Context: an optimization exercise on an open-source flow, tuned for small area. The choices shown serve that exercise and are no tape-out recipe. In this exercise RTL edits were held to simulation tests only and were not proved equivalent to the original. The clock port is modelled as an ideal driver; clocking choices that lean on that would not hold on a real chip. Power and IR drop assume default switching activity.

## red
==> flow/design.v <==
module walker
  (
   input  logic clk_i,
   input  logic resetn_i,
   input  logic va_vld_i,
   input  logic vld3_i,
   input  logic stall_i,
   input  logic ch_fault_i,
   input  logic l1_pa_vld_i,
   output logic va_rdy_o,
   output logic rdy_reg_o,
   output logic cfr_o
   );
   logic rdy_reg;
   logic cfr;
   assign va_rdy_o  = rdy_reg || (vld3_i && !stall_i);
   assign rdy_reg_o = rdy_reg;
   assign cfr_o     = cfr;
   always_ff @(posedge clk_i)
   begin
      if (!resetn_i)
      begin
         rdy_reg <= 1'b1;
         cfr     <= 1'b0;
      end
      else
      begin
         rdy_reg <= !va_vld_i && va_rdy_o;
         if (vld3_i)
           cfr <= ch_fault_i && !cfr;
         else if (cfr && l1_pa_vld_i && !stall_i)
           cfr <= 1'b0;
      end
   end
endmodule
module PWU
  (
   input  logic        clk_i,
   input  logic        resetn_i,
   input  logic [31:0] va_i,
   input  logic        va_vld_i,
   output logic        va_rdy_o,
   output logic [27:0] pa_o,
   output logic        pa_vld_o,
   output logic        pa_fault_o,
   input  logic        pa_rdy_i,
   output logic [31:0] pw_c_va_o,
   output logic        pw_c_vld_o,
   input  logic [15:0] pw_c_pa_i,
   output logic [27:0] l1_va_o,
   output logic        l1_cancel_o,
   output logic        l1_va_vld_o,
   input  logic [31:0] l1_pa_i,
   input  logic        l1_pa_vld_i,
   output logic [27:0] ch_va_o,
   output logic        ch_va_vld_o,
   input  logic        ch_fault_i
   );
   logic [1:0]      walk_sel_reg;   
   logic [3:0][1:0] sel_reg;        
   logic [3:0]      act_reg;        
   logic [1:0]      ph0_reg;        
   logic [31:0]     va0_reg;    
   logic [27:0]     va1_reg;    
   logic [27:0]     va2_reg;    
   logic [15:0]     va3_reg;    
   logic [15:0]     pwc_reg;    
   localparam logic [1:0] GRAY0 = 2'b00;
   localparam logic [1:0] GRAY3 = 2'b10;
   logic [3:0]      va_vld_s;
   logic [3:0]      vld3_s;
   logic [3:0]      va_rdy_s;
   logic [3:0]      rdy_reg_s;
   logic [3:0]      cfr_s;
   logic            any_vld3_s;
   logic            stall_s;
   logic            cfr3_s;
   logic            act0_s;
   assign vld3_s[0] = !rdy_reg_s[0] && ph0_reg == GRAY3;
   for (genvar i = 1; i < 4; i++)
     assign vld3_s[i] = act_reg[3] && sel_reg[3] == 2'(i ^ (i >> 1));
   assign any_vld3_s = act_reg[3] || vld3_s[0];
   assign stall_s    = (any_vld3_s && !ch_fault_i && !l1_pa_vld_i) || (pa_vld_o && !pa_rdy_i);
   assign va_rdy_o   = va_rdy_s != 0;
   assign va_vld_s[0] = 1'b1;
   for (genvar i = 1; i < 4; i++)
     assign va_vld_s[i] = walk_sel_reg == 2'(i ^ (i >> 1));
   for (genvar i = 0; i < 4; i++)
   begin : g_walker
      walker walker_inst
        (
         .clk_i       (clk_i),
         .resetn_i    (resetn_i),
         .va_vld_i    (va_vld_s[i]),
         .vld3_i      (vld3_s[i]),
         .stall_i     (stall_s),
         .ch_fault_i  (ch_fault_i),
         .l1_pa_vld_i (l1_pa_vld_i),
         .va_rdy_o    (va_rdy_s[i]),
         .rdy_reg_o   (rdy_reg_s[i]),
         .cfr_o       (cfr_s[i])
         );
   end
   always_comb
   begin
      cfr3_s = cfr_s[0];
      act0_s = va_rdy_s[0];
      for (int i = 1; i < 4; i++)
      begin
         if (sel_reg[3] == 2'(i ^ (i >> 1)))
           cfr3_s = cfr_s[i];
         if (walk_sel_reg == 2'(i ^ (i >> 1)))
           act0_s = va_rdy_s[i];
      end
   end
   always_ff @(posedge clk_i)
   begin
      if (!resetn_i)
      begin
         walk_sel_reg <= GRAY0;
         act_reg      <= 4'h0;
         ph0_reg      <= GRAY3;
      end
      else if (!stall_s)
      begin
         if (va_rdy_o && va_vld_i)
           walk_sel_reg <= {walk_sel_reg[0], !walk_sel_reg[1]};
         act_reg <= {act_reg[2:0], act0_s};
         ph0_reg <= {ph0_reg[0], !ph0_reg[1]};
      end
   end
   always_ff @(posedge clk_i)
   begin
      if (!stall_s)
        sel_reg <= {sel_reg[2:0], walk_sel_reg};
   end
   always_ff @(posedge clk_i)
   begin
      if (!stall_s)
      begin
         va0_reg <= va_i;
         va1_reg <= {va0_reg[31:16], va0_reg[11:0]};
         va2_reg <= va1_reg;
         va3_reg <= va2_reg[27:12];
         pwc_reg <= pw_c_pa_i;
      end
   end
   assign pw_c_va_o   = va0_reg;
   assign pw_c_vld_o  = act_reg[0];
   assign l1_va_o     = {pwc_reg, va2_reg[11:0]};
   assign ch_va_o     = {pwc_reg, va2_reg[11:0]};
   assign l1_va_vld_o = act_reg[2] && !stall_s;
   assign ch_va_vld_o = act_reg[2] && !stall_s;
   assign l1_cancel_o = ch_fault_i && !cfr3_s && act_reg[3];
   always_ff @(posedge clk_i)
   begin
      if (!resetn_i)
        pa_vld_o <= 1'b0;
      else if (pa_rdy_i || !pa_vld_o)
        pa_vld_o <= (l1_pa_vld_i || cfr3_s) && act_reg[3];
   end
   always_ff @(posedge clk_i)
   begin
      if (pa_rdy_i || !pa_vld_o)
      begin
         pa_o       <= {va3_reg, l1_pa_i[11:0]};
         pa_fault_o <= cfr3_s || l1_pa_i[31:12] != 0;
      end
   end
endmodule
clock: 4.0 ns
lec_check: 0
cap_margin: 20
core_margin: 2
core_utilization: 40
cts_buf_list: sky130_fd_sc_hd__clkbuf_4 sky130_fd_sc_hd__clkbuf_8
slew_margin: 20
standard.sh (not shown) runs the stock make flow with config.mk's settings and CLKGATE_MAP_FILE= SYNTH_SCRIPT=/design/flow/synth_recipe.tcl, a recipe that flattens the netlist after the stock synthesis.
==> flow/flow/run.sh <==
#!/bin/bash
# Standard ORFS layout (the standard.sh, standard synthesis unchanged); the only
# difference is that the port buffers that global placement inserts on every input
# and output port use the smallest buffer cell instead of the tool's default choice.
set -euo pipefail
export BUFFER_PORTS_ARGS="-buffer_cell sky130_fd_sc_hd__buf_1"
bash standard.sh finish > standard_flow.log 2>&1
> inputs changed (red -> blue)
Settings: removing CTS_BUF_LIST (formerly sky130_fd_sc_hd__clkbuf_4 sky130_fd_sc_hd__clkbuf_8).
==> flow/flow/run.sh <==
#!/bin/bash
# Standard ORFS layout (the standard.sh, standard synthesis unchanged), with the
# port buffers on the smallest buffer cell and the clock tree built from small buffers.
set -euo pipefail
export BUFFER_PORTS_ARGS="-buffer_cell sky130_fd_sc_hd__buf_1"
export CTS_ARGS="-sink_clustering_enable -repair_clock_nets -buf_list sky130_fd_sc_hd__clkbuf_8 -dont_use_dummy_load"
bash standard.sh finish > standard_flow.log 2>&1
==> summary.txt <==
blue vs red — clock network power share dropped 5.6 points. Power after layout in blue is 7.5% below red. Looking at final area across blue and red, the one that comes out higher is red. Diff red -> blue | cell-internal power | down by a few percent. Clock-pin slew on the worst setup and hold paths down 0.02 ns in blue wrt red. On proportion of layout cells with a drive suffix above 1, the lower figure sits with blue, not red.
Edits applied to the flow inputs when going from blue to green:
==> flow/flow/run.sh <==
#!/bin/bash
# Standard ORFS layout (the standard.sh, standard synthesis unchanged), except:
# - the port buffers that global placement puts on every input and output use the
#   smallest buffer cell;
# - the clock tree is built from clkbuf_4 cells under a clkbuf_8 root, without dummy
#   loads, and leaf buffers that drive many flip-flops are then upsized to clkbuf_8.
set -euo pipefail
export BUFFER_PORTS_ARGS="-buffer_cell sky130_fd_sc_hd__buf_1"
export CTS_ARGS="-sink_clustering_enable -repair_clock_nets -root_buf sky130_fd_sc_hd__clkbuf_8 -buf_list sky130_fd_sc_hd__clkbuf_4 -dont_use_dummy_load"
export POST_CTS_TCL="$PWD/flow/post_cts.tcl"
bash standard.sh finish > standard_flow.log 2>&1
==> flow/flow/post_cts.tcl (new file) <==
set block [ord::get_db_block]
set changed 0
foreach inst [$block getInsts] {
  if {[[$inst getMaster] getName] ne "sky130_fd_sc_hd__clkbuf_4"} { continue }
  set net [[$inst findITerm X] getNet]
  if {$net eq "NULL"} { continue }
  set n [expr {[llength [$net getITerms]] - 1}]
  if {$n >= 13} {
    replace_cell [$inst getName] sky130_fd_sc_hd__clkbuf_8
    incr changed
  }
}
puts "post_cts: upsized $changed clock buffers"
if {$changed > 0} {
  detailed_placement
  check_placement -verbose
}
==> comparison <==
- Diff blue -> green: routed wire length roughly the same, maximum achievable frequency climbed 0.0014 GHz, total internal power lost 0.12 mW.
- The share of the cycle needed by the critical path after routing of green falls short of that of blue by 0.26 points.
### green -> orange
Settings: CTS_BUF_LIST newly set to sky130_fd_sc_hd__clkbuf_8.
==> flow/flow/run.sh <==
#!/bin/bash
# Standard ORFS layout (the standard.sh, standard synthesis unchanged); the only
# difference is that the port buffers that global placement inserts on every input
# and output port use the smallest buffer cell instead of the tool's default choice.
set -euo pipefail
export BUFFER_PORTS_ARGS="-buffer_cell sky130_fd_sc_hd__buf_1"
bash standard.sh finish > standard_flow.log 2>&1
removed: flow/flow/post_cts.tcl
Findings:
- Compared with green, orange shows a higher finished layout cell area.
- Looking at share of the clock period used by the worst path after layout, orange sits 0.42 points above green.
- Compared with green, in orange filler cell count now sits lower, length of the first detailed-routing pass in iterations now sits lower, via count now sits higher, worst slack on hold paths now sits higher.
- Combinational fraction of design power, orange and green, lower one = orange.
- Final critical delay including setup and external delays: higher on orange

========
run C:
Another version of the RTL of PWU (not shown whole).
Size in the first run: about 340 cells after synthesis, ~170 flip-flops.
clock: 4.0 ns
lec_check: 0
cap_margin: 20
core_margin: 2
core_utilization: 40
slew_margin: 20
run.sh (not shown) runs the stock make flow with config.mk's settings and CLKGATE_MAP_FILE= SYNTH_SCRIPT=/design/flow/synth_recipe.tcl, a recipe that flattens the netlist after the stock synthesis.
Stock flow here: none of the scripts above is used.
--- input diff run C..run Y ---
==> flow/flow/run.sh (new file) <==
#!/bin/bash
# Standard ORFS layout (the standard.sh, standard synthesis unchanged); the only
# difference is that the port buffers that global placement inserts on every input
# and output port use the smallest buffer cell instead of the tool's default choice.
set -euo pipefail
export BUFFER_PORTS_ARGS="-buffer_cell sky130_fd_sc_hd__buf_1"
bash standard.sh finish > standard_flow.log 2>&1
==> flow/standard.sh (new file) <==
#!/bin/bash
# synth_recipe.tcl (not shown) runs the flow's synth.tcl, then flattens the netlist and writes it again
# the make line also repeats each setting of config.mk as NAME=value (left out here)
make -C /OpenROAD-flow-scripts/flow DESIGN_CONFIG=/design/flow/config.mk WORK_HOME=/design/flow/orfs CLKGATE_MAP_FILE= SYNTH_SCRIPT=/design/flow/synth_recipe.tcl "${@:-finish}"
removed: flow/run.sh
==> summary.txt <==
The wire length of run Y is lower than that of run C.
The smallest setup slack after layout of run Y is higher than that of run C.
A type of the worst setup path of in -> out is what run C shows, while reg -> out belongs to run Y.
Of run Y and run C, the run reporting the higher post-route fraction of the period consumed by the critical path was run C.
Looking at end point of the critical path, the ch_va_vld_o result is from run Y; the va_rdy_o one comes from run C.
Commonest non-fill, non-tap cell in the layout: sky130_fd_sc_hd__clkdlybuf4s50_1 -> run C, sky130_fd_sc_hd__buf_1 -> run Y

========
Setup of job 2577:
Another version of the RTL of PWU (not shown whole).
Size in the first run: ~320 cells after synthesis, ~170 flip-flops, ~210 I/O pins, ~0.0059 mm² of cells after synthesis.
Settings: LEC_CHECK=0, CAP_MARGIN=20, CORE_MARGIN=2, CORE_UTILIZATION=55, PLACE_DENSITY=0.7, SLEW_MARGIN=20; clock period 4.0 ns.
standard.sh (not shown) runs the stock make flow with config.mk's settings and CLKGATE_MAP_FILE= SYNTH_SCRIPT=/design/flow/synth_recipe.tcl, a recipe that flattens the netlist after the stock synthesis.
==> flow/flow/run.sh <==
#!/bin/bash
# Standard ORFS layout (the standard.sh, standard synthesis unchanged), except:
# - the port buffers that global placement puts on every input and output use the
#   smallest buffer cell;
# - the clock tree is built from clkbuf_4 cells under a clkbuf_16 root, without dummy
#   loads, and leaf buffers that drive many flip-flops are then upsized to clkbuf_8.
set -euo pipefail
export BUFFER_PORTS_ARGS="-buffer_cell sky130_fd_sc_hd__buf_1"
export CTS_ARGS="-sink_clustering_enable -repair_clock_nets -root_buf sky130_fd_sc_hd__clkbuf_16 -buf_list sky130_fd_sc_hd__clkbuf_4 -dont_use_dummy_load"
export POST_CTS_TCL="$PWD/flow/post_cts.tcl"
bash standard.sh finish > standard_flow.log 2>&1
==> flow/flow/post_cts.tcl <==
set block [ord::get_db_block]
set changed 0
foreach inst [$block getInsts] {
  if {[[$inst getMaster] getName] ne "sky130_fd_sc_hd__clkbuf_4"} { continue }
  set net [[$inst findITerm X] getNet]
  if {$net eq "NULL"} { continue }
  set n [expr {[llength [$net getITerms]] - 1}]
  if {$n >= 13} {
    replace_cell [$inst getName] sky130_fd_sc_hd__clkbuf_8
    incr changed
  }
}
puts "post_cts: upsized $changed clock buffers"
if {$changed > 0} {
  detailed_placement
  check_placement -verbose
}
Inputs modified between job 2577 and job 4167:
==> flow/flow/run.sh <==
#!/bin/bash
# Standard ORFS layout (the standard.sh, standard synthesis unchanged), except:
# - the port buffers that global placement puts on every input and output use the
#   smallest buffer cell;
# - the clock tree is built from clkbuf_4 cells under a clkbuf_8 root, without dummy
#   loads, and leaf buffers that drive many flip-flops are then upsized to clkbuf_8.
set -euo pipefail
export BUFFER_PORTS_ARGS="-buffer_cell sky130_fd_sc_hd__buf_1"
export CTS_ARGS="-sink_clustering_enable -repair_clock_nets -root_buf sky130_fd_sc_hd__clkbuf_8 -buf_list sky130_fd_sc_hd__clkbuf_4 -dont_use_dummy_load -sink_clustering_size 10 -sink_clustering_max_diameter 60 -sink_clustering_levels 1 -balance_levels"
export POST_CTS_TCL="$PWD/flow/post_cts.tcl"
bash standard.sh finish > standard_flow.log 2>&1
--- a/flow/flow/post_cts.tcl
+++ b/flow/flow/post_cts.tcl
@@ -7,3 +7,3 @@
   set n [expr {[llength [$net getITerms]] - 1}]
-  if {$n >= 13} {
+  if {$n >= 12} {
     replace_cell [$inst getName] sky130_fd_sc_hd__clkbuf_8
--- a/flow/config.mk
+++ b/flow/config.mk
@@ -9,4 +9,3 @@
 export CORE_MARGIN = 2
-export CORE_UTILIZATION = 55
-export PLACE_DENSITY = 0.7
+export CORE_UTILIZATION = 40
 export SLEW_MARGIN = 20
==> comparison <==
NOTE wire length job 2577->job 4167 increased by a few percent
Job 4167 vs. job 2577: last weighted congestion value of the routability-driven placer dropped about 1.5%; time the worst path needs with I/O delays and setup rose by 0.013 ns; area fraction in compound gates after synthesis stayed essentially flat; overall power after layout rose by about 0.9%.
Global routing usage on met2 ends up higher on job 2577.
In the metrics for job 4167 and job 2577, the one carrying the higher worst clock skew on the final layout is job 4167.
In job 4167, post-route cell area is higher than in job 2577.
Edits applied to the flow inputs when going from job 4167 to job 4797:
--- a/flow/flow/run.sh
+++ b/flow/flow/run.sh
@@ -8,3 +8,3 @@
 export BUFFER_PORTS_ARGS="-buffer_cell sky130_fd_sc_hd__buf_1"
-export CTS_ARGS="-sink_clustering_enable -repair_clock_nets -root_buf sky130_fd_sc_hd__clkbuf_8 -buf_list sky130_fd_sc_hd__clkbuf_4 -dont_use_dummy_load -sink_clustering_size 10 -sink_clustering_max_diameter 60 -sink_clustering_levels 1 -balance_levels"
+export CTS_ARGS="-sink_clustering_enable -repair_clock_nets -root_buf sky130_fd_sc_hd__clkbuf_8 -buf_list sky130_fd_sc_hd__clkbuf_4 -dont_use_dummy_load"
 export POST_CTS_TCL="$PWD/flow/post_cts.tcl"
--- a/flow/config.mk
+++ b/flow/config.mk
@@ -7,5 +7,5 @@
 export LEC_CHECK = 0
-export CAP_MARGIN = 20
+export CAP_MARGIN = 0
 export CORE_MARGIN = 2
-export CORE_UTILIZATION = 40
-export SLEW_MARGIN = 20
+export CORE_UTILIZATION = 70
+export SLEW_MARGIN = 0
Job 4167 and job 4797 ended up with roughly the same endpoint arrival time on the critical path. Job 4167 → job 4797: count of distinct cell types in the synthesized netlist comparable, worst setup slack for register-to-register paths now smaller, vertical die dimension now smaller. When job 4797 is set beside job 4167, its final core area utilization turns out to be 35 points larger.
Inputs modified between job 4797 and job 2282:
==> flow/run.sh (new file) <==
#!/bin/bash
# synth_recipe.tcl (not shown) runs the flow's synth.tcl, then flattens the netlist and writes it again
# the make line also repeats each setting of config.mk as NAME=value (left out here)
make -C /OpenROAD-flow-scripts/flow DESIGN_CONFIG=/design/flow/config.mk WORK_HOME=/design/flow/orfs CLKGATE_MAP_FILE= SYNTH_SCRIPT=/design/flow/synth_recipe.tcl finish
--- a/flow/config.mk
+++ b/flow/config.mk
@@ -7,5 +7,6 @@
 export LEC_CHECK = 0
-export CAP_MARGIN = 0
+export CAP_MARGIN = 20
 export CORE_MARGIN = 2
-export CORE_UTILIZATION = 70
-export SLEW_MARGIN = 0
+export CORE_UTILIZATION = 40
+export CTS_BUF_LIST = sky130_fd_sc_hd__clkbuf_8
+export SLEW_MARGIN = 20
removed: flow/flow/run.sh
removed: flow/flow/post_cts.tcl
removed: flow/standard.sh
### Flow results
- Status | job 4797 and job 2282 | clean
- Job 2282 vs. job 4797: maximum clock frequency went down by 9.8%.
- Summary of job 2282 over job 4797: total number of placement rows grew by about 33%; worst hold slack higher; clock network fraction of total power higher; total wire length after detailed routing comparable.
- Delta (job 2282 minus job 4797): number of non-filler instances in the completed layout saw an increase, routability-driven placement congestion ratio saw a decrease, final area saw an increase, via count saw a decrease.
- Changes observed in job 2282 relative to job 4797: share of total power in combinational logic now sits higher; actual transition at the worst max-transition pin now sits higher.

## afterwards: timing with drivers on the ports
In the flow no input, the clock included, has a driving cell. The finished layouts below were timed again as built, in two steps. Step 1 sets driving cells, clkbuf_16 on the clock port and buf_2 on the other inputs (assumed; they add their load-dependent delay and slew). Step 2 times the ports against the registers' clock, not the clock port: input delays grow and output delays shrink by t, the midpoint of the rising clock arrivals with the driver on. Three values: ideal ports, drivers, drivers and shift; two values: the first two.
run | shift t [ns] | slack for setup (ns) | pins driven straight from the clock port
red | 0.475 | 1.234 / 1.208 / 1.208 | 1
blue | 0.461 | 1.241 / 1.214 / 1.176 | 1
green | 0.452 | 1.251 / 1.225 / 1.162 | 1
orange | 0.475 | 1.234 / 1.208 / 1.208 | 1
run C | 0.450 | 0.398 / 0.375 / 0.375 | 1
run Y | 0.450 | 1.085 / 1.046 / 1.162 | 1
job 2577 | 0.382 | 1.073 / 1.050 / 1.050 | 1
job 4167 | 0.450 | 1.060 / 1.033 / 1.033 | 1
job 4797 | 0.423 | 1.049 / 1.024 / 1.024 | 1
job 2282 | 0.470 | 0.728 / 0.696 / 0.696 | 1
After both steps every run listed still meets setup and hold. For green, which loses most, drivers alone change the setup slack by -0.026 ns; drivers and shift together by -0.089 ns.
